Source: an optimization exercise on an open RTL-to-GDS flow (aim: small area). Production flows keep margins and buffers that such runs may drop.
The RTL was checked by simulation tests, not by an equivalence proof against the original design.

==> 04-23 <==
==> flow/design.v (excerpt) <==
module krv_core (
	input  wire clk,
	input  wire rstn,
	output wire wfi,
	input  wire kplic_int,
	input  wire [63:0] mtime,
	input  wire core_timer_int,
	output wire instr_itcm_access,
	output wire [31:0] instr_itcm_addr,
	input  wire [31:0] instr_itcm_read_data,
	input  wire instr_itcm_read_data_valid,
	output wire data_dtcm_access,
	input  wire data_dtcm_ready,
	output wire data_dtcm_rd0_wr1,
	output wire [3:0] data_dtcm_byte_strobe,
	output wire [31:0] data_dtcm_write_data,
	output wire [31:0] data_dtcm_addr,
	input  wire [31:0] data_dtcm_read_data,
	input  wire data_dtcm_read_data_valid,
	output wire IAXI_access,
	output wire [31:0] IAXI_addr,
	input  wire [31:0] IAXI_read_data,
	input  wire IAXI_read_data_valid,
	output wire DAXI_access,
	output wire DAXI_rd0_wr1,
	output wire [3:0] DAXI_byte_strobe,
	output wire [31:0] DAXI_write_data,
	output wire [31:0] DAXI_addr,
	input  wire DAXI_trans_buffer_full,
	input  wire [31:0] DAXI_read_data,
	input  wire DAXI_read_data_valid
);
core u_core (
	.cpu_clk			(clk),
	.cpu_rstn			(rstn),
	.boot_addr			(32'h0000_0000),
	.pg_resetn			(1'b1),
	.wfi				(wfi),
	.kplic_int			(kplic_int),
	.mtime				(mtime),
	.core_timer_int			(core_timer_int),
	.instr_itcm_access		(instr_itcm_access),
	.instr_itcm_addr		(instr_itcm_addr),
	.instr_itcm_read_data		(instr_itcm_read_data),
	.instr_itcm_read_data_valid	(instr_itcm_read_data_valid),
	.itcm_auto_load			(1'b0),
	.data_dtcm_access		(data_dtcm_access),
	.data_dtcm_ready		(data_dtcm_ready),
	.data_dtcm_rd0_wr1		(data_dtcm_rd0_wr1),
	.data_dtcm_byte_strobe		(data_dtcm_byte_strobe),
	.data_dtcm_write_data		(data_dtcm_write_data),
	.data_dtcm_addr			(data_dtcm_addr),
	.data_dtcm_read_data		(data_dtcm_read_data),
	.data_dtcm_read_data_valid	(data_dtcm_read_data_valid),
	.IAXI_access			(IAXI_access),
  ...
clock: 100.0 ns
lec_check: 0
cap_margin: 30
core_margin: 2
core_utilization: 48
cts_buf_list: sky130_fd_sc_hd__clkbuf_8
cts_cluster_diameter: 50
cts_cluster_size: 15
gpl_timing_driven: 0
place_density: 0.6
slew_margin: 30
run.sh (not shown) runs the stock make flow with config.mk's settings and CLKGATE_MAP_FILE= SYNTH_SCRIPT=/design/flow/synth_recipe.tcl, a recipe that flattens the netlist after the stock synthesis.
==> inputs of 05-25, as changes to 04-23 <==
--- a/flow/design.v
+++ b/flow/design.v
@@ -843,73 +843,82 @@
 wire if_stall = 1'b0;
 assign if_bubble = !instr_read_data_valid || if_stall;
 wire flush_if = fence_dec || fence_dec_r || (jal_dec && dec_ready) || jal_dec_r || jalr_ex || jalr_ex_r || mis_predict || flush_ret_stack || trap | mret || mret_r
 ;
 always @ (posedge cpu_clk or negedge cpu_rstn)
 begin
 	if (~cpu_rstn)
 	begin
-		instr_dec <= {32{1'b0}};
-		pc_dec <= boot_addr;
 		if_valid <= 1'b0;
 		predict_taken_dec <= 1'b0;
 		predict0_taken_dec <= 1'b0;
 		predict1_taken_dec <= 1'b0;
 		predict3_taken_dec <= 1'b0;
 		is_loop_dec <= 1'b0;
 		peek_ret_dec <= 1'b0;
 		ret_stack_ren_dec <= 1'b0;
 	end
 	else
 	begin
 		if(flush_if || (flush_if_r && !instr_read_data_valid))
 		begin
-			instr_dec <= {32{1'b0}};
 			if_valid <= 1'b0;
 			predict_taken_dec <= 1'b0;
 			predict0_taken_dec <= 1'b0;
 			predict1_taken_dec <= 1'b0;
 			predict3_taken_dec <= 1'b0;
 			is_loop_dec <= 1'b0;
 			peek_ret_dec <= 1'b0;
 			ret_stack_ren_dec <= 1'b0;
 		end
 		else if(dec_ready)
 		begin
 			if_valid <= 1'b1;
 			if(if_bubble || jump)
 			begin
-				instr_dec <= {32{1'b0}};
 				predict_taken_dec <= 1'b0;
 				predict0_taken_dec <= 1'b0;
 				predict1_taken_dec <= 1'b0;
 				predict3_taken_dec <= 1'b0;
 				is_loop_dec <= 1'b0;
 				peek_ret_dec <= 1'b0;
 				ret_stack_ren_dec <= 1'b0;
 			end
 			else
 			begin
-				instr_dec <= instr_read_data;
-				pc_dec <= pc;
 				predict_taken_dec <= predict_taken;
 				predict0_taken_dec <= predict0_taken;
 				predict1_taken_dec <= predict1_taken;
 				predict3_taken_dec <= predict3_taken;
 				is_loop_dec <= is_loop;
 				peek_ret_dec <= peek_ret;
 				ret_stack_ren_dec <= ret_stack_ren;
 			end
 		end
 	end
 end
 always @ (posedge cpu_clk)
 begin
 	if(flush_if || (flush_if_r && !instr_read_data_valid))
+		instr_dec <= {32{1'b0}};
+	else if(dec_ready)
+	begin
+		if(if_bubble || jump)
+			instr_dec <= {32{1'b0}};
+		else
+		begin
+			instr_dec <= instr_read_data;
+			pc_dec <= pc;
+		end
+	end
+end
+always @ (posedge cpu_clk)
+begin
+	if(flush_if || (flush_if_r && !instr_read_data_valid))
 		ret_addr_dec <= {32{1'b0}};
 	else if(dec_ready)
 		ret_addr_dec <= (if_bubble || jump) ? {32{1'b0}} : ret_addr;
 end
 assign pc_misaligned = (|pc[1:0]);
 assign fault_pc = pc_misaligned ? pc : {32{1'b0}};
 wire [31:0] mis_predict_taken_cnt;
 en_cnt u_mis_predict_taken_cnt (.clk(cpu_clk), .rstn(cpu_rstn), .en(mis_predict_taken && dec_ready), .cnt (mis_predict_taken_cnt));
@@ -1957,16 +1966,30 @@
 		begin
 			src_data1_ex <= src_data1_dec;
 			src_data2_ex <= src_data2_dec;
 		end
 	end
 end
 always @ (posedge cpu_clk)
 begin
+	if (!flush_dec && ex_ready && !dec_bubble)
+	begin
+		imm_ex <= imm_dec;
+	end
+end
+always @ (posedge cpu_clk or negedge cpu_rstn)
+begin
+	if (!cpu_rstn)
+		pc_ex <= {32{1'b0}};
+	else if (!flush_dec && ex_ready && !dec_bubble)
+		pc_ex <= pc_dec;
+end
+always @ (posedge cpu_clk)
+begin
 	if (flush_dec)
 		ret_addr_ex <= {32{1'b0}};
 	else if (ex_ready && !dec_bubble)
 		ret_addr_ex <= ret_addr_dec;
 end
 assign store_data_ex = src_data2_ex;
 assign branch_dec = instruction_is_branch;
 always @ (posedge cpu_clk or negedge cpu_rstn)
@@ -2077,19 +2100,17 @@
 		mem_U_ex <= 1'b0;
 		predict_taken_ex <= 1'b0;
 		ret_stack_pre_rd_ex <= 1'b0;
 		predict0_taken_ex <= 1'b0;
 		predict1_taken_ex <= 1'b0;
 		predict3_taken_ex <= 1'b0;
 		is_loop_ex <= 1'b0;
 		ret_stack_ren_ex <= 1'b0;
-		pc_ex <= 0;
 		instr_ex <= 0;
-		imm_ex <= {32{1'b0}};
 		pre_instr_is_load <= 1'b0;
 	end
 	else
 	begin
 		if (flush_dec)
 		begin
 			store_ex <= 1'b0;
 			load_ex <= 1'b0;
@@ -2110,17 +2131,16 @@
 			if(dec_bubble)
 			begin
 				store_ex <= 1'b0;
 				load_ex <= 1'b0;
 				pre_instr_is_load <= 1'b0;
 				mem_H_ex <= 1'b0;
 				mem_B_ex <= 1'b0;
 				mem_U_ex <= 1'b0;
-				pc_ex <= pc_ex;
 				instr_ex <= instr_ex;
 			end
 			else
 			begin
 				store_ex <= instruction_is_store;
 				load_ex <= instruction_is_load;
 				pre_instr_is_load <= instruction_is_load;
 				mem_H_ex <= (instruction_is_load || instruction_is_store) && (funct3_001 || funct3_101); 
@@ -2128,19 +2148,17 @@
 				mem_U_ex <= (instruction_is_load || instruction_is_store) && (funct3_101 || funct3_100); 
 				predict_taken_ex <= predict_taken_dec;
 				ret_stack_pre_rd_ex <= ret_stack_pre_rd;
 				predict0_taken_ex <= predict0_taken_dec;
 				predict1_taken_ex <= predict1_taken_dec;
 				predict3_taken_ex <= predict3_taken_dec;
 				is_loop_ex <= is_loop_dec;
 				ret_stack_ren_ex <= ret_stack_ren_dec;
-				pc_ex <= pc_dec;
 				instr_ex <= instr_dec;
-				imm_ex <= imm_dec;
 			end
 		end
 	end
 end
 always@(posedge cpu_clk or negedge cpu_rstn)
 begin
 if(!cpu_rstn)
 	begin
==> flow/flow/run.sh (new file) <==
#!/bin/bash
# Own flow: the standard ORFS flow (the standard.sh make call) with these
# changes:
#  - synthesis maps the logic with an area-oriented ABC script
#    (flow/abc_area.script; the clock period is far above the logic depth).
#    Registers are mapped as in the standard synthesis (dfflibmap runs before
#    ABC, and ABC does not touch flip-flops). This is checked: the standard
#    synthesis is also run (in orfs_std/), and if the register names and cell
#    types differ, the standard synthesis result is used instead.
#  - clock tree synthesis without dummy loads (-dont_use_dummy_load).
#  - more antenna repair iterations after detailed routing, and one retry of
#    the layout at a lower utilization if antenna violations remain.
# Each tool's output goes to a log file in this folder (and ORFS's own logs).
set -euo pipefail
HERE=$(pwd)
rm -rf "$HERE/scripts"
cp -r "$FLOW_HOME/scripts" "$HERE/scripts"
cp "$HERE/flow/abc_area.script" "$HERE/scripts/abc_speed.script"
sed -i 's/  -repair_clock_nets\]/  -repair_clock_nets -dont_use_dummy_load]/' "$HERE/scripts/cts.tcl"
grep -q dont_use_dummy_load "$HERE/scripts/cts.tcl"
sed 's#^make -C#SCRIPTS_DIR='"$HERE"'/scripts make -C#; s#"${@:-finish}"#MAX_REPAIR_ANTENNAS_ITER_DRT=10 "${@:-finish}"#' standard.sh > standard_own.sh
grep -q "SCRIPTS_DIR=$HERE/scripts make" standard_own.sh
grep -q "MAX_REPAIR_ANTENNAS_ITER_DRT=10" standard_own.sh
WH=$(sed -n 's#.*WORK_HOME=\([^ ]*\) .*#\1#p' standard.sh | head -1)
RES=$WH/results/sky130hd/krv_core/base
REP=$WH/reports/sky130hd/krv_core/base
LOGD=$WH/logs/sky130hd/krv_core/base
# standard synthesis for the register check
sed "s#WORK_HOME=$WH #WORK_HOME=$HERE/orfs_std #" standard.sh > standard_chk.sh
bash standard_chk.sh synth > synth_std.log 2>&1
# own synthesis
bash standard_own.sh synth > synth.log 2>&1
flops() { grep -oE 'sky130_fd_sc_hd__(df|edf|sdf|dl)[a-z0-9_]* +[^ ]+ +\(' "$1" | awk '{print $2, $1}' | sort; }
flops "$HERE/orfs_std/results/sky130hd/krv_core/base/1_2_yosys.v" > flops_std.txt
flops "$RES/1_2_yosys.v" > flops_own.txt
if ! cmp -s flops_std.txt flops_own.txt || [[ ! -s flops_own.txt ]]; then
  echo "register mismatch: using the standard synthesis" > register_mismatch.txt
  rm -f "$RES"/1_* "$LOGD"/1_* 
  bash standard.sh synth > synth_fallback.log 2>&1
fi
bash standard_own.sh > layout.log 2>&1 || true
if [[ ! -f out/final.def ]] || grep -q "Net:" "$REP/drt_antennas.log" 2>/dev/null; then
  echo "retry at lower utilization" > retry.txt
  rm -f out/final.def
  mkdir -p first_try
  cp -r "$REP" first_try/reports 2>/dev/null || true
  cp -r "$LOGD" first_try/logs 2>/dev/null || true
  for s in 2_ 3_ 4_ 5_ 6_; do rm -f "$RES"/$s* "$LOGD"/$s* "$REP"/$s*; done
  sed -i 's#CORE_UTILIZATION=[0-9.]*#CORE_UTILIZATION=44#; s#PLACE_DENSITY=[0-9.]*#PLACE_DENSITY=0.55#' standard_own.sh
  bash standard_own.sh > layout_retry.log 2>&1
fi
test -f out/final.def
==> flow/flow/abc_area.script (new file) <==
&get -n
&st
&syn3
&dch -f
&nf -R 1000 -p
&st
&syn4
&dch -f
&nf -R 1000 -p
&st
&syn4
&dch -f
&nf -R 1000 -p
&st
&syn4
&dch -f
&nf -R 1000 -p
&put
buffer -c
topo
stime -c
upsize -c
dnsize -c
==> flow/standard.sh (new file) <==
#!/bin/bash
# synth_recipe.tcl (not shown) runs the flow's synth.tcl, then flattens the netlist and writes it again
# the make line also repeats each setting of config.mk as NAME=value (left out here)
make -C /OpenROAD-flow-scripts/flow DESIGN_CONFIG=/design/flow/config.mk WORK_HOME=/design/flow/orfs CLKGATE_MAP_FILE= SYNTH_SCRIPT=/design/flow/synth_recipe.tcl "${@:-finish}"
- CAP_MARGIN: 30 -> 20
- SLEW_MARGIN: 30 -> 20
removed: flow/run.sh
==> summary.md <==
| Metric | Value |
|---|---|
| Status | `finished with violations` |
| SO Faults | `capacitance limit, slew limit` |
| Mapped Area | `210,000 sq um` |
| Max-cap violation count | `6` |
| Placed Instance Area | `232,000 sq um` |
| Reg clk slew, reported paths | `0.10 ns` |
| Post-synth EDFFs | `between 3,000 and 4,000` |
| Unique masters post-synth | `91` |
| Routed met3 length | `roughly 230,000 um` |
| Slew Limit Fails | `23` |
| Crit path to | `u_core.u_trap_ctrl.mepc[29]` |
# the run above: 05-25

==> summary.md <==
| Metric | Value |
|---|---|
| Status | `finished clean` |
| Crit path to | `data_dtcm_access` |
| Mapped Area | `225,000 sq um` |
| Reg clk slew, reported paths | `0.09 ns` |
| Post-synth EDFFs | `3,044` |
| Unique masters post-synth | `around 110` |
# the run above: 04-23

==> afterwards: timing with drivers on the ports <==
The flow's constraints put no driver on any port. The routed layouts listed below were extracted and timed again, unchanged, in two steps. Step 1 sets driving cells, clkbuf_16 on the clock port and buf_2 on the other inputs (assumed; they add their load-dependent delay and slew). Step 2 times the ports against the registers' clock, not the clock port: input delays grow and output delays shrink by t, the midpoint of the rising clock arrivals with the driver on. Three values: ideal, step 1, step 2; two values: the first two.
run	t, ns	slack for setup (ns)	worst hold slack (ns)	worst register clock-pin slew, ns	worst data-port slew with drivers (ns)
04-23	1.395	59.962 / 59.818 / 60.528	0.353 / 0.353 / 0.353	0.11 / 0.11	0.25
05-25	1.404	59.429 / 59.429 / 59.429	0.293 / 0.293 / 0.293	0.10 / 0.10	0.18
